Context: an optimization exercise on an open-source flow, tuned for small area. The choices shown serve that exercise and are no tape-out recipe.
In this exercise RTL edits were held to simulation tests only and were not proved equivalent to the original.
Power is estimated from default activity; no workload was simulated.

**flow/config.mk**
```make
export PLATFORM = sky130hd
export DESIGN_NAME = mtm_Alu
export DESIGN_NICKNAME = mtm_Alu
export VERILOG_FILES = /design/flow/design.v
export SDC_FILE = /design/flow/constraint.sdc
export NUM_CORES = 4
export LEC_CHECK = 0
export CAP_MARGIN = 20
export CORE_MARGIN = 2
export CORE_UTILIZATION = 40
export CTS_BUF_LIST = sky130_fd_sc_hd__clkbuf_8
export SLEW_MARGIN = 20
```
**flow/constraint.sdc**
```tcl
create_clock -name core_clock -period 10.0 [get_ports {clk}]
set_input_delay 2.0000 -clock core_clock [delete_from_list [all_inputs] [get_ports {clk}]]
set_output_delay 2.0000 -clock core_clock [all_outputs]
set_load 0.01 [all_outputs]
```
**flow/design.v**
```verilog
module mtm_Alu (
    input  clk,
    input  rst_n,
    input  sin,
    output sout
);
  reg [5:0] ph;
  always @(posedge clk) ph <= ph + 6'd1;
  wire tick = (ph[3:0] == 4'd15);
  reg  [63:0] ring;
  reg [3:0] bc;        
  reg [3:0] fc;        
  reg       h;         
  reg [3:0] c4;        
  reg [2:0] op;
  reg  [2:0] tfc;      
  wire      dead = tfc[2] & (tfc[1] | tfc[0]);
  wire      cmd  = fc[3];
  wire s_type = tick & (bc == 4'd14);
  wire s_pay  = tick & ((bc == 4'd15) | (bc <= 4'd6));    
  wire s_stop = tick & (bc == 4'd7);
  wire fb4    = c4[3] ^ sin;
  wire [3:0] c4n = {c4[2:0], 1'b0} ^ {2'b00, fb4, fb4};
  reg cy;              
  reg fZ;
  wire run = cmd & (ph[5:4] == 2'd3 ? (bc >= 4'd3 && bc <= 4'd6) :
                    ph[5:4] == 2'd0 ? (bc >= 4'd4 && bc <= 4'd7) : 1'b0);
  wire a   = ring[15];
  wire b   = ring[47];
  wire i0  = (ph == 6'd48);
  wire i31 = (ph == 6'd15);
  wire cin = i0 ? op[0] : cy;
  wire bb  = b ^ op[0];
  wire s   = a ^ bb ^ cin;
  wire co  = (a & bb) | (a & cin) | (bb & cin);
  wire r   = op[2] ? s : (op[0] ? (a | b) : (a & b));
  wire       dwr = ~cmd & ~bc[3] & (ph[3:0] == ~{fc[0], bc[2:0]});
  wire [1:0] dsel = fc[2:1] + ph[5:4] + 2'd1;
  wire [3:0] we;
  assign we[0] = dwr & (dsel == 2'd0);
  assign we[1] = dwr & (dsel == 2'd1);
  assign we[2] = dwr & (dsel == 2'd2);
  assign we[3] = (dwr & (dsel == 2'd3)) | run;
  wire din = run ? r : h;
  genvar g;
  generate
    for (g = 0; g < 64; g = g + 1) begin : rg
      if (g % 16 == 0) begin : ins
        always @(posedge clk) ring[g] <= we[g / 16] ? din : ring[(g + 63) % 64];
      end else begin : sh
        always @(posedge clk) ring[g] <= ring[g - 1];
      end
    end
  endgenerate
  reg [3:0] tbc;       
  reg       so;
  reg [2:0] c3;        
  wire ttick = (ph[2:0] == 3'd7) & (ph[3] ^ tfc[0]);
  wire txgo  = ((tbc == 4'd12) & ((tfc != 3'd0) | (ph[5:4] == 2'd0))) |
               ((tbc == 4'd14) & dead);
  reg tap;
  always @(*)
    case (tbc[2:0])
      3'd0: tap = ring[15];
      3'd1: tap = ring[32];
      3'd2: tap = ring[49];
      3'd3: tap = ring[2];
      3'd4: tap = ring[19];
      3'd5: tap = ring[36];
      3'd6: tap = ring[53];
      default: tap = ring[6];
    endcase
  reg pv;              
  always @(*) begin
    if (!tfc[2]) pv = tap;
    else if (dead)
      case (tbc[2:0])
        3'd0, 3'd7: pv = 1'b1;
        3'd1, 3'd4: pv = tfc[1] & tfc[0];
        3'd2, 3'd5: pv = tfc[1] & op[1];
        default:    pv = ~tfc[1];
      endcase
    else
      case (tbc[2:0])
        3'd0:    pv = 1'b1;
        3'd1:    pv = op[2];
        3'd2:    pv = fZ;
        3'd3:    pv = op[0];
        3'd4:    pv = cy;
        default: pv = c3[1];
      endcase
  end
  wire fb3 = c3[2] ^ so;
  always @(posedge clk) begin
    if (!rst_n) begin
      bc   <= 4'd8;
      fc   <= 4'd0;
      c4   <= 4'd0;
    end else begin
      if (tick) begin
        if (bc != 4'd8) bc <= bc + 4'd1;
        else if (!sin && !dead) bc <= 4'd14;
      end
      if (!dead) begin
        if (s_stop) fc <= cmd ? 4'd0 : fc + 4'd1;
        if (s_pay) begin
          c4 <= c4n;
        end
      end
    end
  end
  always @(posedge clk) if (s_pay && !cmd) h <= sin;
  always @(posedge clk) begin
    if (s_pay && cmd && bc <= 4'd2) op <= {op[1:0], sin};
    if (run) begin
      fZ <= (i0 | fZ) & ~r;
      if (i31) begin
        op[2] <= r;
        op[0] <= op[2] & (co ^ op[0]);
        cy    <= op[2] & ~b & (a ^ s) & ~(a ^ op[0]);
      end else cy <= co;
    end
  end
  wire e_frm = ~dead & ((s_type & (sin ^ cmd)) | (s_pay & cmd & (bc == 4'd15) & ~sin));
  wire c0    = ~dead & s_pay & cmd & (bc == 4'd6);
  always @(posedge clk) begin
    if (!rst_n) begin
      tbc <= 4'd14;
      tfc <= 3'd0;
      so  <= 1'b1;
    end else if (e_frm) begin
      tfc <= 3'd5;
    end else if (c0) begin
      if (c4n != 4'd0) tfc <= 3'd7;
      else if (op[1]) tfc <= 3'd6;
      else begin
        tbc <= 4'd12;
        tfc <= 3'd0;
      end
    end else if (ttick) begin
      case (tbc)
        4'd12, 4'd14: if (txgo) begin
          tbc <= 4'd15;
          so  <= 1'b0;
        end
        4'd13: ;
        4'd15: begin
          tbc <= 4'd0;
          so  <= tfc[2];
        end
        4'd8: begin
          tbc <= 4'd9;
          so  <= 1'b1;
        end
        4'd9: begin
          if (tfc[2]) tbc <= dead ? 4'd13 : 4'd14;
          else begin
            tbc <= 4'd12;
            tfc <= tfc + 3'd1;
          end
        end
        default: begin
          tbc <= tbc + 4'd1;
          so  <= pv;
        end
      endcase
    end
  end
  always @(posedge clk) begin
    if (!rst_n) c3 <= 3'd0;
    else if (ttick && tbc >= 4'd1 && tbc <= 4'd8) c3 <= {c3[1], c3[0] ^ fb3, fb3};
  end
  assign sout = so;
endmodule
```
**flow/flow/run.sh**
```bash
#!/bin/bash
# The standard layout (standard.sh), with these changes:
#  - synthesis maps logic with an area-oriented ABC script (ORFS's ABC_AREA
#    path, with its script replaced by the one below),
#  - no adder extraction (ADDER_MAP_FILE empty), so counters are left to ABC,
#  - the port buffers are the smallest buffer, sky130_fd_sc_hd__buf_1,
#  - clock tree synthesis adds no dummy loads.
# Registers come out of synthesis exactly as in the standard flow: ABC and the
# adder step only touch combinational logic.
set -euo pipefail
here=$PWD
rm -rf "$here/scripts_area"
cp -r "$FLOW_HOME/scripts" "$here/scripts_area"
printf 'strash\ndch\nmap -a\nstrash\n&get -n\n&dch\n&nf -a -R 100\n&put\n' > "$here/scripts_area/abc_area.script"
export SCRIPTS_DIR="$here/scripts_area"
export ADDER_MAP_FILE=
export ABC_AREA=1
export BUFFER_PORTS_ARGS="-buffer_cell sky130_fd_sc_hd__buf_1"
export CTS_ARGS="-sink_clustering_enable -repair_clock_nets -buf_list sky130_fd_sc_hd__clkbuf_8 -dont_use_dummy_load"
bash standard.sh > standard.log 2>&1
```
**flow/standard.sh**
```bash
#!/bin/bash
# synth_recipe.tcl (not shown) runs the flow's synth.tcl, then flattens the netlist and writes it again
# the make line also repeats each setting of config.mk as NAME=value (left out here)
make -C /OpenROAD-flow-scripts/flow DESIGN_CONFIG=/design/flow/config.mk WORK_HOME=/design/flow/orfs CLKGATE_MAP_FILE= SYNTH_SCRIPT=/design/flow/synth_recipe.tcl "${@:-finish}"
```
==> flow_metrics.env, run 1 <==
export IMPL_top_layer="met4"
export IMPL_period_share_pct=36.50
export IMPL_synthXorXnorAreaFrac_pct=4.696
export IMPL_synthCells=334
export IMPL_post_cts_resized=0
export IMPL_crit_path_end_kind="register"
export IMPL_port_buffers=3
export IMPL_syn_nets=337
export IMPL_min_path_type="reg2reg"
export IMPL_wl_met3_um=225
export IMPL_status="finished clean"
export IMPL_max_clock_freq_mhz=274.0
export IMPL_synth_top_area_share_pct=56.65
export IMPL_syn_cell_area_um2=3357
export IMPL_ys_top_cells_by_area="dfxtp_1 (57%), nor2_1 (4.7%), o21ai_0 (4.6%), a21oi_1 (3.7%), edfxtp_1 (3.6%)"
export IMPL_synth_seq_cells=99
export IMPL_final_common_cell="dfxtp_1"
export IMPL_pin_count=4
export IMPL_drtIter0Drc=73
export IMPL_antenna_found_initial=0
export IMPL_slew_headroom_pct=46.39
export IMPL_cp_arrival_ps=3880
export IMPL_ir_drop_uv=60.77
export IMPL_routabilityCongestion=0.9383
export IMPL_seq_area_frac_synth_pct=60.23
export IMPL_start_kind="primary input"
export IMPL_grt_total_usage_pct=14.73
export IMPL_synth_top_area_cell="dfxtp_1"
export IMPL_rows=33
export IMPL_drive_gt1_share_pct=2.601
export IMPL_fp_dieW_um=95.61
export IMPL_viasPerCell=5.149
export IMPL_cts_tree="yes"
export IMPL_synth_mux_area_share_pct=3.504
export IMPL_antenna_cells=0
export IMPL_final_max_slew_viol_count=0
export IMPL_synth_warnings=1
export IMPL_drt_met1_wl_um=3131
export IMPL_synth_top_family_by_area="simple AND/OR/NAND/NOR gates"
export IMPL_placedCellCount=442
export IMPL_fin_nets=351
export IMPL_grt_pass1_vias=2151
export IMPL_cap_violations=0
export IMPL_grt_overflow_total=0
export IMPL_final_instance_count_excl_fill=451
export IMPL_clkLatencyLatePin_ps=360
export IMPL_wl_per_cell_um=13.36
export IMPL_drc_errors=0
export IMPL_h_tree_depth=3
export IMPL_postCtsSetupRepairBufs=0
export IMPL_p_leak_nw=1.289
export IMPL_max_stage_delay_ps=310
export IMPL_yosysUniqueCellTypes=40
export IMPL_wl_met2_um=2591
export IMPL_clock_sinks=99
export IMPL_synth_adder_area_share_pct=0.5963
export IMPL_synth_compound_area_share_pct=15.02
export IMPL_setup_tns_final_ps=0
export IMPL_grt_max_degree=21
export IMPL_avgSynthCellArea_um2=10.05
export IMPL_crit_path_top_delay_cell="or3_1"
export IMPL_rsz0062_at_grt="false"
export IMPL_synth_edf_count=4
export IMPL_initial_utilization_pct=41.06
export IMPL_cts_made_buffers=9
export IMPL_cts_buffer_depth=2
export IMPL_layout_common_cells="dfxtp_1 (95), nor2_1 (42), o21ai_0 (31), nand2_1 (25), a21oi_1 (25)"
export IMPL_worstPathRequired_ps=10230
export IMPL_powerDensity_nw_per_um2=173.7
export IMPL_grt_pass1_wl_um=10400
export IMPL_ant_nets=0
export IMPL_core_area_um2=8175
export IMPL_cp_max_fo=8
export IMPL_hold_buffers=0
export IMPL_clk_pin_slew_ps=90
export IMPL_worst_slew_pin_transition_ps=798.0
export IMPL_setup_viol=0
export IMPL_area_delta_synth_final_pct=7.939
export IMPL_yosys_area_share_simple_pct=15.17
export IMPL_async_reset_ff_share_pct=0
export IMPL_die_h_um=95.61
export IMPL_dpl_hpwl_um=4171
export IMPL_cts_root_buf="clkbuf_8"
export IMPL_finalHoldViolCount=0
export IMPL_path_cells="buf_1 -> xor2_1 -> nor4_1 -> nor2_1 -> a21oi_1 -> o211ai_1 -> nor2_1 -> xor2_1 -> or3_1"
export IMPL_vias=2322
export IMPL_ys_flop_type="dfxtp_1"
export IMPL_period_needed_ps=3649
export IMPL_die_area_um2=9141
export IMPL_worstSetupPathType="in2reg"
export IMPL_fin_skew_ps=31.71
export IMPL_final_util_pct=44.32
export IMPL_wl_um=6027
export IMPL_drt_pass1_iter_count=4
export IMPL_total_power_mw=0.6294
cell families after synthesis:
group                      after synthesis
AOI/OAI and AO/OA                       86
xor gates and xnor gates                18
adders and majority gates                2
buffers and inverters                    7
DFF                                     99
muxes                                   11
and+or+nand+nor                        111
Yosys cell counts (all sizes together), types with 2 or more instances:
cell type   n
dfxtp      95
nor2       42
o21ai      31
a21oi      25
nand2      25
nand3      13
xnor2      10
a31oi       8
xor2        8
clkinv      7
mux2        6
nor3        6
mux2i       5
or3         5
edfxtp      4
nand2b      4
a211oi      3
nor4        3
a21o        2
a22oi       2
and2        2
and3        2
maj3        2
nand4       2
nor2b       2
nor3b       2
o2111ai     2
o211ai      2
o21a        2
o22ai       2
layout make-up:
| class | count | area, um2 |
|---|---|---|
| clock buffers | 9 | 123.9 |
| inverters | 7 | 26.28 |
| multi-input cells | 228 | 1309 |
| flip-flops and latches | 99 | 2022 |
| repair buffers | 3 | 11.26 |
| fillers | 773 | 4552 |
| well taps | 105 | 131.4 |
routing by layer:
metal | global-route usage, % | vias up
li1 | - | 1214
met2 | 22.09 | 39
met4 | 5.714 | 0
met3 | 4.427 | 6
met5 | 0 | -
met1 | 19.88 | 1063
power by group:
part / internal, mW / leakage, nW / switching, mW
combinational: 0.0125 / 0.426 / 0.0179
sequential: 0.400 / 0.799 / 0.00637
clock: 0.0809 / 0.0647 / 0.112
state kept, by name (all words and copies together), names as in the netlist:
signal	flops
tbc	4
c3	3
tfc	3
op	3
so	1
fc	4
ph	6
fZ	1
ring	64
c4	4
cy	1
h	1
bc	4
worst max-delay path, delay by kind of cell:
family / cells / cell delay [ps]
buffers and inverters: 1 / 270
and+or+nand+nor: 4 / 840
xor gates and xnor gates: 2 / 240
AOI/OAI and AO/OA: 2 / 540
path summary, 6_finish.rpt:
kind	start	to	slack [ps]	depth (start not counted)
worst max register to register	ph[0]	tbc[2]	6670	9
worst min register to register	ring[28]	ring[29]	310	0
worst min-delay path	ring[28]	ring[29]	310	0
worst max-delay path	sin	tbc[2]	6350	9
through the flow:
stage	area, um2	setup WS (ps)	hold WS, ps
global route	3623	6211	313.3
detailed placement	3500	6048	312.1
global placement	3500	6129	310.3
floorplan	3357	6542	309.6
CTS	3623	6412	311.8
finish	3623	6351	310.5
==> run 2, diff against run 1 <==
--- a/flow/flow/run.sh
+++ b/flow/flow/run.sh
@@ -2,5 +2,6 @@
 # The standard layout (standard.sh), with these changes:
 #  - synthesis maps logic with an area-oriented ABC script (ORFS's ABC_AREA
-#    path, with its script replaced by the one below),
+#    path, with its script replaced by the one below: 20 s of &deepsyn on
+#    the AIG, then area mapping),
 #  - no adder extraction (ADDER_MAP_FILE empty), so counters are left to ABC,
 #  - the port buffers are the smallest buffer, sky130_fd_sc_hd__buf_1,
@@ -12,5 +13,5 @@
 rm -rf "$here/scripts_area"
 cp -r "$FLOW_HOME/scripts" "$here/scripts_area"
-printf 'strash\ndch\nmap -a\nstrash\n&get -n\n&dch\n&nf -a -R 100\n&put\n' > "$here/scripts_area/abc_area.script"
+printf 'strash\n&get -n\n&deepsyn -T 20\n&put\ndch\nmap -a\nstrash\n&get -n\n&dch\n&nf -a -R 100\n&put\n' > "$here/scripts_area/abc_area.script"
 export SCRIPTS_DIR="$here/scripts_area"
 export ADDER_MAP_FILE=
==> flow_metrics.env, run 2 <==
export IMPL_async_reset_ff_share_pct=0
export IMPL_cap_violations=0
export IMPL_max_stage_delay_ps=340
export IMPL_avgSynthCellArea_um2=10.34
export IMPL_slew_headroom_pct=57.69
export IMPL_min_path_type="reg2reg"
export IMPL_setup_tns_final_ps=0
export IMPL_clk_pin_slew_ps=100
export IMPL_setup_viol=0
export IMPL_layout_common_cells="dfxtp_1 (95), nand2_1 (38), nor2_1 (34), a21oi_1 (22), nor3_1 (13)"
export IMPL_synthCells=310
export IMPL_synth_warnings=1
export IMPL_post_cts_resized=0
export IMPL_clockPowerShare_pct=32.3
export IMPL_grt_use_met2_pct=21.28
export IMPL_die_area_um2=8743
export IMPL_ir_drop_uv=72.55
export IMPL_vias=2146
export IMPL_power_switching_mw=0.1119
export IMPL_rows=32
export IMPL_crit_path_end_kind="register"
export IMPL_combPwrFrac_pct=0.5
export IMPL_cts_made_buffers=9
export IMPL_wl_um=5397
export IMPL_critPathTopFamily="simple AND/OR/NAND/NOR gates"
export IMPL_grt_use_met1_pct=18.08
export IMPL_post_route_cell_area_um2=3467
export IMPL_startpoint="rst_n"
export IMPL_fin_nets=327
export IMPL_seq_area_frac_synth_pct=63.10
export IMPL_die_h_um=93.51
export IMPL_hold_buffers=0
export IMPL_routabilityCongestion=0.8345
export IMPL_syn_nets=313
export IMPL_viasPerCell=5.061
export IMPL_dpl_hpwl_um=3857
export IMPL_grt_max_degree=20
export IMPL_area_delta_synth_final_pct=8.200
export IMPL_synth_common_cells="dfxtp_1 (95), nand2_1 (38), nor2_1 (34), a21oi_1 (22), nor3_1 (13)"
export IMPL_busiest_layer="met2"
export IMPL_core_area_um2=7727
export IMPL_syn_cell_area_um2=3204
export IMPL_period_share_pct=32.55
export IMPL_crit_top_cell="nor2_1"
export IMPL_start_kind="primary input"
export IMPL_antenna_found_initial=0
export IMPL_worst_slew_pin_transition_ps=628.0
export IMPL_port_buffers=3
export IMPL_postCtsSetupRepairBufs=0
export IMPL_drc_errors=0
export IMPL_reg_top3="ring: 64 flops, ph: 6 flops"
export IMPL_antenna_cells=0
export IMPL_synth_edf_count=4
export IMPL_cts_tree="yes"
export IMPL_clkLatencyLatePin_ps=360
export IMPL_grt_total_usage_pct=13.68
export IMPL_top_register="ring"
export IMPL_drive_gt1_share_pct=2.795
export IMPL_critPathBufInv=2
export IMPL_reg2reg_from="ph[0]"
export IMPL_drtIter0Drc=114
export IMPL_path_cells="buf_1 -> clkinv_1 -> or2_0 -> nor2_1 -> nor2_1 -> a22o_1"
export IMPL_wl_per_cell_um=12.73
export IMPL_worstPathRequired_ps=10230
export IMPL_fin_skew_ps=29.27
export IMPL_crit_path_top_delay_cell="buf_1"
export IMPL_worst_slack_ps=6745
export IMPL_drt_pass1_iter_count=4
export IMPL_clock_sinks=99
export IMPL_h_tree_depth=3
export IMPL_worstSetupPathType="in2reg"
export IMPL_status="finished clean"
export IMPL_ys_top_cells_by_area="dfxtp_1 (59%), nand2_1 (4.5%), nor2_1 (4.0%), edfxtp_1 (3.7%), a21oi_1 (3.4%)"
export IMPL_largest_register_ffs=64
export IMPL_rsz0062_at_grt="false"
export IMPL_p_leak_nw=1.246
export IMPL_initial_utilization_pct=41.47
export IMPL_intPower_mw=0.4778
export IMPL_final_util_pct=44.87
export IMPL_final_max_slew_viol_count=0
export IMPL_pin_count=4
export IMPL_synth_top_area_cell="dfxtp_1"
export IMPL_fp_dieW_um=93.51
export IMPL_ys_flop_type="dfxtp_1"
export IMPL_cts_buffer_depth=2
export IMPL_cp_max_fo=11
export IMPL_grt_pass1_vias=2041
export IMPL_cts_root_buf="clkbuf_8"
export IMPL_synth_top_area_share_pct=59.35
export IMPL_grt_pass1_wl_um=9390
export IMPL_grt_overflow_total=0
export IMPL_place_ws_ps=6421
export IMPL_met3_usage_pct=4.835
export IMPL_min_from="ring[37]"
export IMPL_synth_seq_cells=99
export IMPL_p_seq_share_pct=67.2
export IMPL_yosysUniqueCellTypes=35
export IMPL_cp_arrival_ps=3490
export IMPL_dpl_instance_area_um2=3343
export IMPL_total_power_mw=0.5897
export IMPL_final_common_cell="dfxtp_1"
export IMPL_period_needed_ps=3255
export IMPL_ant_nets=0
export IMPL_yosysMostFrequentCell="dfxtp_1"
export IMPL_powerDensity_nw_per_um2=170.1
export IMPL_max_clock_freq_mhz=307.2
export IMPL_p_sw_share_pct=18.97
export IMPL_finalHoldViolCount=0
-- run 2: cell count changes after synthesis, sizes merged, moves of 2 or more --
| cell | previous run | this run |
|---|---|---|
| o21ai | 31 | 12 |
| maj3 | 2 | 0 |
| a31oi | 8 | 6 |
| nor2 | 42 | 34 |
| a211oi | 3 | 5 |
| and2 | 2 | 4 |
| a21oi | 25 | 22 |
| nand4 | 2 | 4 |
| nand2 | 25 | 38 |
| or3 | 5 | 0 |
| mux2i | 5 | 3 |
| nand3 | 13 | 7 |
| nor3 | 6 | 13 |
| a22o | 0 | 5 |
-- run 2: kinds of logic (layout without fill, tap and decap cells) --
| family | count (synthesis) | in the layout | share of synthesized area (%) |
|---|---|---|---|
| buffers and inverters | 6 | 18 | 0.7028 |
| muxes | 8 | 8 | 2.694 |
| xor gates and xnor gates | 17 | 17 | 4.647 |
| AOI/OAI and AO/OA | 64 | 64 | 12.50 |
| DFF | 99 | 99 | 63.10 |
| and+or+nand+nor | 116 | 116 | 16.36 |
-- run 2: final timing paths --
path,endpoint,slack [ps],cells after the start
hold / removal,ring[38],300,0
setup reg to reg,tbc[0],7270,12
setup / recovery,c4[1],6740,6
hold reg to reg,ring[38],300,0
-- run 2: per-stage QoR --
stage / cells / hold WS [ps]
2_1_floorplan: 310 / 309.6
3_3_place_gp: 415 / 309.7
3_5_place_dp: 415 / 312.1
4_1_cts: 424 / 307.9
5_1_grt: 424 / 304.9
6_report: 424 / 302.7
-- run 2: layout make-up --
cell class	count	area, um2
fillers	738	4260
flip-flops and latches	99	2022
multi-input cells	205	1160
well taps	102	127.6
clock buffers	9	123.9
inverters	6	22.52
repair buffers	3	11.26
-- run 2: metal layers --
metal | routed length [um] | share of wire [%]
met5 | 0 | 0
met4 | 57 | 1.1
met3 | 181 | 3.4
met2 | 2354 | 44
met1 | 2803 | 52
-- run 2: power by group through the flow --
stage	combinational [mW]	clock [mW]	sequential, mW
after CTS	0.00317	0.200	0.396
after global routing	0.00358	0.211	0.396
after floorplan	0.00163	0	0.405
after detailed placement	0.00314	0	0.405
after global placement	0.00306	0	0.405
final	0.00319	0.190	0.396
==> run 3, diff against run 2 <==
--- a/flow/flow/run.sh
+++ b/flow/flow/run.sh
@@ -18,4 +18,4 @@
 export ABC_AREA=1
 export BUFFER_PORTS_ARGS="-buffer_cell sky130_fd_sc_hd__buf_1"
-export CTS_ARGS="-sink_clustering_enable -repair_clock_nets -buf_list sky130_fd_sc_hd__clkbuf_8 -dont_use_dummy_load"
+export CTS_ARGS="-sink_clustering_enable -repair_clock_nets -buf_list sky130_fd_sc_hd__clkbuf_4 -root_buf sky130_fd_sc_hd__clkbuf_8 -sink_clustering_size 10 -sink_clustering_max_diameter 40 -dont_use_dummy_load"
 bash standard.sh > standard.log 2>&1
==> flow_metrics.env, run 3 <==
export IMPL_final_common_cell="dfxtp_1"
export IMPL_setup_viol=0
export IMPL_syn_cell_area_um2=3204
export IMPL_h_tree_depth=3
export IMPL_fp_dieW_um=93.51
export IMPL_pin_count=4
export IMPL_vias=2146
export IMPL_period_share_pct=32.55
export IMPL_cts_buffer_depth=2
export IMPL_cap_violations=0
export IMPL_synth_top_area_share_pct=59.35
export IMPL_worstSetupPathType="in2reg"
export IMPL_period_needed_ps=3255
export IMPL_total_power_mw=0.5897
export IMPL_placedCellCount=415
export IMPL_synth_top_area_cell="dfxtp_1"
export IMPL_status="finished clean"
export IMPL_yosysUniqueCellTypes=35
export IMPL_async_reset_ff_share_pct=0
export IMPL_dpl_hpwl_um=3857
export IMPL_p_leak_nw=1.246
export IMPL_wl_per_cell_um=12.73
export IMPL_final_util_pct=44.87
export IMPL_syn_nets=313
export IMPL_ys_flop_type="dfxtp_1"
export IMPL_layout_common_cells="dfxtp_1 (95), nand2_1 (38), nor2_1 (34), a21oi_1 (22), nor3_1 (13)"
export IMPL_max_clock_freq_mhz=307.2
export IMPL_drive_gt1_share_pct=2.795
export IMPL_post_cts_resized=0
export IMPL_synth_warnings=1
export IMPL_cts_root_buf="clkbuf_8"
export IMPL_grt_max_degree=20
export IMPL_area_delta_synth_final_pct=8.200
export IMPL_setup_tns_final_ps=0
export IMPL_die_h_um=93.51
export IMPL_grt_total_usage_pct=13.68
export IMPL_cp_arrival_ps=3490
export IMPL_reg_top3="ring: 64 flops, ph: 6 flops"
export IMPL_grt_pass1_wl_um=9390
export IMPL_synth_seq_cells=99
export IMPL_ir_drop_uv=72.55
export IMPL_startpoint="rst_n"
export IMPL_fin_nets=327
export IMPL_yosysMostFrequentCell="dfxtp_1"
export IMPL_top_register="ring"
export IMPL_hold_buffers=0
export IMPL_antenna_cells=0
export IMPL_synth_edf_count=4
export IMPL_antenna_found_initial=0
export IMPL_worstPathRequired_ps=10230
export IMPL_clk_pin_slew_ps=100
export IMPL_seq_area_frac_synth_pct=63.10
export IMPL_clkLatencyLatePin_ps=360
export IMPL_worst_slew_pin_transition_ps=628.0
export IMPL_ant_nets=0
export IMPL_rows=32
export IMPL_synth_common_cells="dfxtp_1 (95), nand2_1 (38), nor2_1 (34), a21oi_1 (22), nor3_1 (13)"
export IMPL_drc_errors=0
export IMPL_min_from="ring[37]"
export IMPL_cp_max_fo=11
export IMPL_grt_pass1_vias=2041
export IMPL_drt_pass1_iter_count=4
export IMPL_final_instance_count_excl_fill=424
export IMPL_synthCells=310
export IMPL_die_area_um2=8743
export IMPL_grt_overflow_total=0
export IMPL_final_max_slew_viol_count=0
export IMPL_reg2reg_from="ph[0]"
export IMPL_viasPerCell=5.061
export IMPL_port_buffers=3
export IMPL_min_path_type="reg2reg"
export IMPL_wl_um=5397
export IMPL_cts_made_buffers=9
export IMPL_drtIter0Drc=114
export IMPL_initial_utilization_pct=41.47
export IMPL_crit_path_end_kind="register"
export IMPL_finalHoldViolCount=0
export IMPL_postCtsSetupRepairBufs=0
export IMPL_avgSynthCellArea_um2=10.34
export IMPL_start_kind="primary input"
export IMPL_ys_top_cells_by_area="dfxtp_1 (59%), nand2_1 (4.5%), nor2_1 (4.0%), edfxtp_1 (3.7%), a21oi_1 (3.4%)"
export IMPL_powerDensity_nw_per_um2=170.1
export IMPL_slew_headroom_pct=57.69
export IMPL_core_area_um2=7727
export IMPL_rsz0062_at_grt="false"
export IMPL_fin_skew_ps=29.27
export IMPL_routabilityCongestion=0.8345
export IMPL_cts_tree="yes"
export IMPL_largest_register_ffs=64
export IMPL_clock_sinks=99
## run 3: final cells by class
class                           count  area [um2]
Multi-Input combinational cell    205        1160
Sequential cell                    99        2022
Fill cell                         738        4260
Timing Repair Buffer                3       11.26
Inverter                            6       22.52
Tap cell                          102       127.6
Clock buffer                        9       123.9
## run 3: logic make-up after synthesis
| family | after synthesis | synth area share, % |
|---|---|---|
| AND/OR/NAND/NOR | 116 | 16.36 |
| flip-flops | 99 | 63.10 |
| AO/OA/AOI/OAI | 64 | 12.50 |
| XOR/XNOR | 17 | 4.647 |
| multiplexers | 8 | 2.694 |
| buffers and inverters | 6 | 0.7028 |
## run 3: path summary, 6_finish.rpt
check                   to  depth (start not counted)  slack, ps
setup / recovery     c4[1]                          6       6740
hold reg to reg   ring[38]                          0        300
hold / removal    ring[38]                          0        300
setup reg to reg    tbc[0]                         12       7270
## run 3: worst max-delay path: stages
cell and delay [ps]:
buf_1 340, clkinv_1 230, or2_0 270, nor2_1 250, nor2_1 140, a22o_1 240
## run 3: through the flow
step                      area (um2)  setup WS, ps  hold WS [ps]
after floorplan                 3204          6895         309.6
after global placement          3343          6475         309.7
after detailed placement        3343          6421         312.1
after CTS                       3467          6778         307.9
after global routing            3467          6557         304.9
final                           3467          6745         302.7
## run 3: report_power, final
group / total [mW] / internal, mW / switching [mW]
Combinational: 0.00319 / 0.000846 / 0.00234
Clock: 0.190 / 0.0808 / 0.110
Sequential: 0.396 / 0.396 / 0.00000000000000264
Total: 0.590 / 0.478 / 0.112
## run 3: per-layer routing
layer	global-route usage, %	part of all wire [%]	vias up
met1	18.08	52	989
met2	21.28	44	34
li1	-	-	1117
met3	4.835	3.4	6
met4	3.676	1.1	0
met5	0	0	-
==> run 4, diff against run 3 <==
--- a/flow/flow/run.sh
+++ b/flow/flow/run.sh
@@ -18,4 +18,4 @@
 export ABC_AREA=1
 export BUFFER_PORTS_ARGS="-buffer_cell sky130_fd_sc_hd__buf_1"
-export CTS_ARGS="-sink_clustering_enable -repair_clock_nets -buf_list sky130_fd_sc_hd__clkbuf_4 -root_buf sky130_fd_sc_hd__clkbuf_8 -sink_clustering_size 10 -sink_clustering_max_diameter 40 -dont_use_dummy_load"
+export CTS_ARGS="-sink_clustering_enable -repair_clock_nets -buf_list sky130_fd_sc_hd__clkbuf_2 -root_buf sky130_fd_sc_hd__clkbuf_8 -sink_clustering_size 8 -sink_clustering_max_diameter 30 -dont_use_dummy_load"
 bash standard.sh > standard.log 2>&1
==> flow_metrics.env, run 4 <==
export IMPL_crit_path_end_kind="register"
export IMPL_worst_slew_pin_transition_ps=628.0
export IMPL_cts_made_buffers=9
export IMPL_min_path_type="reg2reg"
export IMPL_drc_errors=0
export IMPL_antenna_found_initial=0
export IMPL_hold_buffers=0
export IMPL_powerDensity_nw_per_um2=170.1
export IMPL_startpoint="rst_n"
export IMPL_async_reset_ff_share_pct=0
export IMPL_syn_nets=313
export IMPL_cts_tree="yes"
export IMPL_start_kind="primary input"
export IMPL_area_delta_synth_final_pct=8.200
export IMPL_clk_pin_slew_ps=100
export IMPL_ys_flop_type="dfxtp_1"
export IMPL_fin_nets=327
export IMPL_finalHoldViolCount=0
export IMPL_yosysUniqueCellTypes=35
export IMPL_grt_total_usage_pct=13.68
export IMPL_min_from="ring[37]"
export IMPL_largest_register_ffs=64
export IMPL_period_needed_ps=3255
export IMPL_wl_per_cell_um=12.73
export IMPL_final_max_slew_viol_count=0
export IMPL_syn_cell_area_um2=3204
export IMPL_synth_seq_cells=99
export IMPL_cp_arrival_ps=3490
export IMPL_status="finished clean"
export IMPL_synth_common_cells="dfxtp_1 (95), nand2_1 (38), nor2_1 (34), a21oi_1 (22), nor3_1 (13)"
export IMPL_reg_top3="ring: 64 flops, ph: 6 flops"
export IMPL_avgSynthCellArea_um2=10.34
export IMPL_initial_utilization_pct=41.47
export IMPL_worstPathRequired_ps=10230
export IMPL_synth_warnings=1
export IMPL_reg2reg_from="ph[0]"
export IMPL_synth_edf_count=4
export IMPL_final_util_pct=44.87
export IMPL_die_h_um=93.51
export IMPL_fin_skew_ps=29.27
export IMPL_pin_count=4
export IMPL_ant_nets=0
export IMPL_slew_headroom_pct=57.69
export IMPL_postCtsSetupRepairBufs=0
export IMPL_grt_max_degree=20
export IMPL_dpl_hpwl_um=3857
export IMPL_h_tree_depth=3
export IMPL_rsz0062_at_grt="false"
export IMPL_vias=2146
export IMPL_wl_met3_um=181
export IMPL_cp_max_fo=11
export IMPL_drtIter0Drc=114
export IMPL_cts_root_buf="clkbuf_8"
export IMPL_drt_pass1_iter_count=4
export IMPL_synth_top_area_share_pct=59.35
export IMPL_layout_common_cells="dfxtp_1 (95), nand2_1 (38), nor2_1 (34), a21oi_1 (22), nor3_1 (13)"
export IMPL_wl_met2_um=2354
export IMPL_setup_tns_final_ps=0
export IMPL_fillers=738
export IMPL_period_share_pct=32.55
export IMPL_wl_um=5397
export IMPL_die_area_um2=8743
export IMPL_yosysMostFrequentCell="dfxtp_1"
export IMPL_ir_drop_uv=72.55
export IMPL_routabilityCongestion=0.8345
export IMPL_port_buffers=3
export IMPL_fp_dieW_um=93.51
export IMPL_seq_area_frac_synth_pct=63.10
export IMPL_grt_overflow_total=0
export IMPL_ys_top_cells_by_area="dfxtp_1 (59%), nand2_1 (4.5%), nor2_1 (4.0%), edfxtp_1 (3.7%), a21oi_1 (3.4%)"
export IMPL_rows=32
export IMPL_core_area_um2=7727
export IMPL_final_common_cell="dfxtp_1"
export IMPL_synth_top_area_cell="dfxtp_1"
export IMPL_top_register="ring"
export IMPL_clkLatencyLatePin_ps=360
export IMPL_antenna_cells=0
export IMPL_setup_viol=0
export IMPL_grt_pass1_vias=2041
export IMPL_max_clock_freq_mhz=307.2
export IMPL_p_leak_nw=1.246
export IMPL_synthCells=310
export IMPL_top_layer="met4"
export IMPL_cts_buffer_depth=2
export IMPL_clock_sinks=99
export IMPL_drt_met1_wl_um=2803
export IMPL_viasPerCell=5.061
export IMPL_post_cts_resized=0
export IMPL_cap_violations=0
export IMPL_drive_gt1_share_pct=2.795
export IMPL_grt_pass1_wl_um=9390
export IMPL_worstSetupPathType="in2reg"
==> run 4: cell counts after synthesis <==
No cell type changed its count.
==> run 4: final cells by class <==
cell class	count	area, um2	share of cell area, %
clock buffers	9	123.9	3.573
inverters	6	22.52	0.6496
multi-input cells	205	1160	33.45
flip-flops and latches	99	2022	58.32
well taps	102	127.6	3.681
repair buffers	3	11.26	0.3248
==> run 4: logic make-up after synthesis <==
kind of cell              Yosys count  synth area share, %
xor gates and xnor gates           17                4.647
muxes                               8                2.694
AOI/OAI and AO/OA                  64                12.50
DFF                                99                63.10
buffers and inverters               6               0.7028
and+or+nand+nor                   116                16.36
==> run 4: per-layer routing <==
metal  global-route usage (%)  vias up
met2                    21.28       34
met4                    3.676        0
met3                    4.835        6
met5                        0        -
li1                         -     1117
met1                    18.08      989
==> run 4: final timing paths <==
path              end  slack, ps  depth (start not counted)
max             c4[1]       6740                          6
min reg2reg  ring[38]        300                          0
min          ring[38]        300                          0
max reg2reg    tbc[0]       7270                         12
==> run 4: report_power, final <==
| part | internal [mW] | switching, mW |
|---|---|---|
| combinational | 0.000846 | 0.00234 |
| sequential | 0.396 | 0.00000000000000264 |
| clock | 0.0808 | 0.110 |
| total | 0.478 | 0.112 |
==> run 4: critical path, stage by stage <==
cell and delay (ps):
buf_1 340, clkinv_1 230, or2_0 270, nor2_1 250
nor2_1 140, a22o_1 240
==> run 4: through the flow <==
| step | cells | total power [mW] | hold slack [ps] | setup slack, ps | area, um2 |
|---|---|---|---|---|---|
| global route | 424 | 0.6111 | 304.9 | 6557 | 3467 |
| CTS | 424 | 0.5991 | 307.9 | 6778 | 3467 |
| finish | 424 | 0.5897 | 302.7 | 6745 | 3467 |
| detailed placement | 415 | 0.4085 | 312.1 | 6421 | 3343 |
| floorplan | 310 | 0.4070 | 309.6 | 6895 | 3204 |
| global placement | 415 | 0.4084 | 309.7 | 6475 | 3343 |
==> run 5, diff against run 4 <==
--- a/flow/design.v
+++ b/flow/design.v
@@ -23,5 +23,4 @@
   wire [3:0] c4n = {c4[2:0], 1'b0} ^ {2'b00, fb4, fb4};
   reg cy;              
-  reg fZ;
   wire run = cmd & (ph[5:4] == 2'd3 ? (bc >= 4'd3 && bc <= 4'd6) :
                     ph[5:4] == 2'd0 ? (bc >= 4'd4 && bc <= 4'd7) : 1'b0);
@@ -85,5 +84,5 @@
         3'd0:    pv = 1'b1;
         3'd1:    pv = op[2];
-        3'd2:    pv = fZ;
+        3'd2:    pv = op[1];
         3'd3:    pv = op[0];
         3'd4:    pv = cy;
@@ -94,10 +93,10 @@
   always @(posedge clk) begin
     if (!rst_n) begin
-      bc   <= 4'd8;
+      bc[3:2] <= 2'b10;
       fc   <= 4'd0;
       c4   <= 4'd0;
     end else begin
       if (tick) begin
-        if (bc != 4'd8) bc <= bc + 4'd1;
+        if (!(bc[3] & ~bc[2])) bc <= bc + 4'd1;
         else if (!sin && !dead) bc <= 4'd14;
       end
@@ -113,6 +112,7 @@
   always @(posedge clk) begin
     if (s_pay && cmd && bc <= 4'd2) op <= {op[1:0], sin};
+    if (ttick && !tfc[2] && !tbc[3])
+      op[1] <= ~tap & (op[1] | (tfc[1:0] == 2'd0 && tbc[2:0] == 3'd0));
     if (run) begin
-      fZ <= (i0 | fZ) & ~r;
       if (i31) begin
         op[2] <= r;
@@ -127,5 +127,5 @@
     if (!rst_n) begin
       tbc <= 4'd14;
-      tfc <= 3'd0;
+      tfc[2] <= 1'b0;      
       so  <= 1'b1;
     end else if (e_frm) begin
--- a/flow/flow/run.sh
+++ b/flow/flow/run.sh
@@ -18,4 +18,4 @@
 export ABC_AREA=1
 export BUFFER_PORTS_ARGS="-buffer_cell sky130_fd_sc_hd__buf_1"
-export CTS_ARGS="-sink_clustering_enable -repair_clock_nets -buf_list sky130_fd_sc_hd__clkbuf_2 -root_buf sky130_fd_sc_hd__clkbuf_8 -sink_clustering_size 8 -sink_clustering_max_diameter 30 -dont_use_dummy_load"
+export CTS_ARGS="-sink_clustering_enable -repair_clock_nets -buf_list sky130_fd_sc_hd__clkbuf_8 -dont_use_dummy_load"
 bash standard.sh > standard.log 2>&1
==> flow_metrics.env, run 5 <==
export IMPL_ant_nets=0
export IMPL_finalHoldViolCount=0
export IMPL_port_buffers=3
export IMPL_drive_gt1_share_pct=2.736
export IMPL_drtIter0Drc=107
export IMPL_die_area_um2=8874
export IMPL_synth_common_cells="dfxtp_1 (91), nor2_1 (34), nand2_1 (31), o21ai_0 (24)"
export IMPL_synthCells=317
export IMPL_syn_cell_area_um2=3254
export IMPL_cp_arrival_ps=3660
export IMPL_grt_max_degree=19
export IMPL_viasPerCell=5.125
export IMPL_cp_max_fo=12
export IMPL_wl_um=6003
export IMPL_pin_count=4
export IMPL_routabilityCongestion=0.8860
export IMPL_setup_tns_final_ps=0
export IMPL_slew_headroom_pct=62.36
export IMPL_status="finished clean"
export IMPL_synth_seq_cells=98
export IMPL_min_path_type="reg2reg"
export IMPL_rsz0062_at_grt="false"
export IMPL_yosysUniqueCellTypes=36
export IMPL_die_h_um=94.20
export IMPL_yosysMostFrequentCell="dfxtp_1"
export IMPL_setup_viol=0
export IMPL_whs_path_depth=0
export IMPL_seq_area_frac_synth_pct=62.44
export IMPL_place_ws_ps=6206
export IMPL_final_common_cell="dfxtp_1"
export IMPL_grt_pass1_vias=2041
export IMPL_power_switching_mw=0.1456
export IMPL_p_sw_share_pct=22.62
export IMPL_grt_total_usage_pct=15.22
export IMPL_drc_errors=0
export IMPL_async_reset_ff_share_pct=0
export IMPL_largest_register_ffs=64
export IMPL_h_tree_depth=3
export IMPL_grt_pass1_wl_um=10050
export IMPL_max_stage_delay_ps=390
export IMPL_wl_per_cell_um=13.93
export IMPL_cts_buffer_depth=2
export IMPL_synth_edf_count=7
export IMPL_fin_skew_ps=26.28
export IMPL_worstSetupPathType="in2reg"
export IMPL_grt_overflow_total=0
export IMPL_critPathBufInv=2
export IMPL_start_kind="primary input"
export IMPL_clock_sinks=98
export IMPL_worstPathRequired_ps=10250
export IMPL_area_delta_synth_final_pct=8.074
export IMPL_worst_slack_ps=6591
export IMPL_final_max_slew_viol_count=0
export IMPL_synth_top_area_cell="dfxtp_1"
export IMPL_syn_nets=320
export IMPL_layout_common_cells="dfxtp_1 (91), nor2_1 (34), nand2_1 (31), o21ai_0 (24)"
export IMPL_reg2reg_depth=8
export IMPL_combPwrFrac_pct=5.3
export IMPL_ys_top_cells_by_area="dfxtp_1 (56%), edfxtp_1 (6.5%), nor2_1 (3.9%), o21ai_0 (3.7%), nand2_1 (3.6%)"
export IMPL_period_needed_ps=3409
export IMPL_period_share_pct=34.09
export IMPL_cts_made_buffers=9
export IMPL_antenna_found_initial=0
export IMPL_vias=2209
export IMPL_cts_tree="yes"
export IMPL_rows=32
export IMPL_critPathTopFamily="simple AND/OR/NAND/NOR gates"
export IMPL_clkLatencyLatePin_ps=360
export IMPL_intPower_mw=0.4981
export IMPL_post_cts_resized=0
export IMPL_worst_slew_pin_transition_ps=563.9
export IMPL_top_register="ring"
export IMPL_clk_pin_slew_ps=100
export IMPL_initial_utilization_pct=41.68
export IMPL_cap_violations=0
export IMPL_avgSynthCellArea_um2=10.27
export IMPL_crit_path_top_delay_cell="nor3_1"
export IMPL_synth_top_area_share_pct=55.98
export IMPL_antenna_cells=0
export IMPL_synth_warnings=1
export IMPL_clockPowerShare_pct=30.4
export IMPL_reg_top3="ring: 64 flops, ph: 6 flops"
export IMPL_core_area_um2=7807
export IMPL_fp_dieW_um=94.20
export IMPL_p_seq_share_pct=64.3
export IMPL_dpl_hpwl_um=4203
export IMPL_crit_cells=6
export IMPL_max_clock_freq_mhz=293.4
export IMPL_path_cells="buf_1 -> clkinv_1 -> or2_0 -> nor3_1 -> nor2_1 -> a32o_1"
export IMPL_ys_flop_type="dfxtp_1"
export IMPL_postCtsSetupRepairBufs=0
export IMPL_ir_drop_uv=140.0
export IMPL_hold_buffers=0
export IMPL_drt_pass1_iter_count=4
export IMPL_powerDensity_nw_per_um2=183.0
export IMPL_cts_root_buf="clkbuf_8"
export IMPL_p_leak_nw=1.305
export IMPL_crit_path_end_kind="register"
export IMPL_fin_nets=334
## run 5: cell count changes in the layout (fill, tap and decap cells not counted), moves of 4 or more
cell	previous run	this run
o21ai_0	12	24
nand3_1	7	17
nand2_1	38	31
nor3_1	13	7
a21oi_1	22	17
a31oi_1	6	1
nand2b_1	4	9
dfxtp_1	95	91
## run 5: routing by layer
layer	part of all wire, %	global-route usage [%]
met1	50	20.89
met2	42	21.13
met3	6.9	6.581
met4	1.6	5.556
met5	0	0
## run 5: power groups by stage
stage	combinational, mW	clock, mW	sequential (mW)
3_5_place_dp	0.0339	0	0.423
3_3_place_gp	0.0326	0	0.423
5_1_grt	0.0398	0.221	0.416
2_1_floorplan	0.0275	0	0.419
6_report	0.0339	0.196	0.414
4_1_cts	0.0340	0.203	0.414
## run 5: area by class of cell
| type | instances | area [um2] |
|---|---|---|
| repair buffers | 3 | 11.26 |
| inverters | 9 | 33.78 |
| clock buffers | 9 | 123.9 |
| flip-flops and latches | 98 | 2032 |
| fillers | 739 | 4290 |
| multi-input cells | 210 | 1189 |
| well taps | 102 | 127.6 |
## run 5: worst paths after layout
path,end,start,slack [ps]
setup / recovery,c4[1],rst_n,6590
hold reg to reg,ring[42],ring[41],300
hold / removal,ring[42],ring[41],300
setup reg to reg,c4[1],ph[0],7440
## run 5: cells by family (layout without fill, tap and decap cells)
logic type / after synthesis / count (layout) / synth area share [%]
AOI/OAI and AO/OA: 67 / 67 / 12.65
xor gates and xnor gates: 14 / 14 / 3.768
buffers and inverters: 9 / 21 / 1.038
DFF: 98 / 98 / 62.44
muxes: 7 / 7 / 2.345
and+or+nand+nor: 122 / 122 / 17.76
## run 5: per-stage QoR
step                hold WS [ps]  power (mW)  instances  util, %  instance area (um2)
global placement           310.8      0.4558        422    43.46                 3393
global route               299.9      0.6761        431    45.05                 3517
CTS                        309.5      0.6503        431    45.05                 3517
floorplan                  309.6      0.4465        317        -                 3254
finish                     303.8      0.6437        431    45.05                 3517
detailed placement         312.1      0.4564        422    43.46                 3393

==> re-timing with driven ports <==
The flow's constraints put no driver on any port. The routed layouts listed below were extracted and timed again, unchanged, in two steps. Step 1: set_driving_cell puts a clkbuf_16 on clk and a buf_2 on each other input, an assumption about the parent block. Step 2 times the ports against the registers' clock, not the clock port: input delays grow and output delays shrink by t, the midpoint of the rising clock arrivals with the driver on. a / b / c = ideal / step 1 / step 2; a / b = the first two.
| run | t, ns | setup slack, ns | slew at the worst register clock pin (ns) | pins driven straight from the clock port |
|---|---|---|---|---|
| run 1 | 0.377 | 6.351 / 6.362 / 5.985 | 0.10 / 0.10 | 1 |
| run 2 | 0.372 | 6.745 / 6.751 / 6.379 | 0.10 / 0.10 | 1 |
| run 3 | 0.372 | 6.745 / 6.751 / 6.379 | 0.10 / 0.10 | 1 |
| run 4 | 0.372 | 6.745 / 6.751 / 6.379 | 0.10 / 0.10 | 1 |
| run 5 | 0.380 | 6.591 / 6.600 / 6.220 | 0.10 / 0.10 | 1 |
After both steps setup and hold are still met in every run listed. For run 5, which loses most, drivers alone change the setup slack by +0.009 ns; drivers and shift together by -0.371 ns.
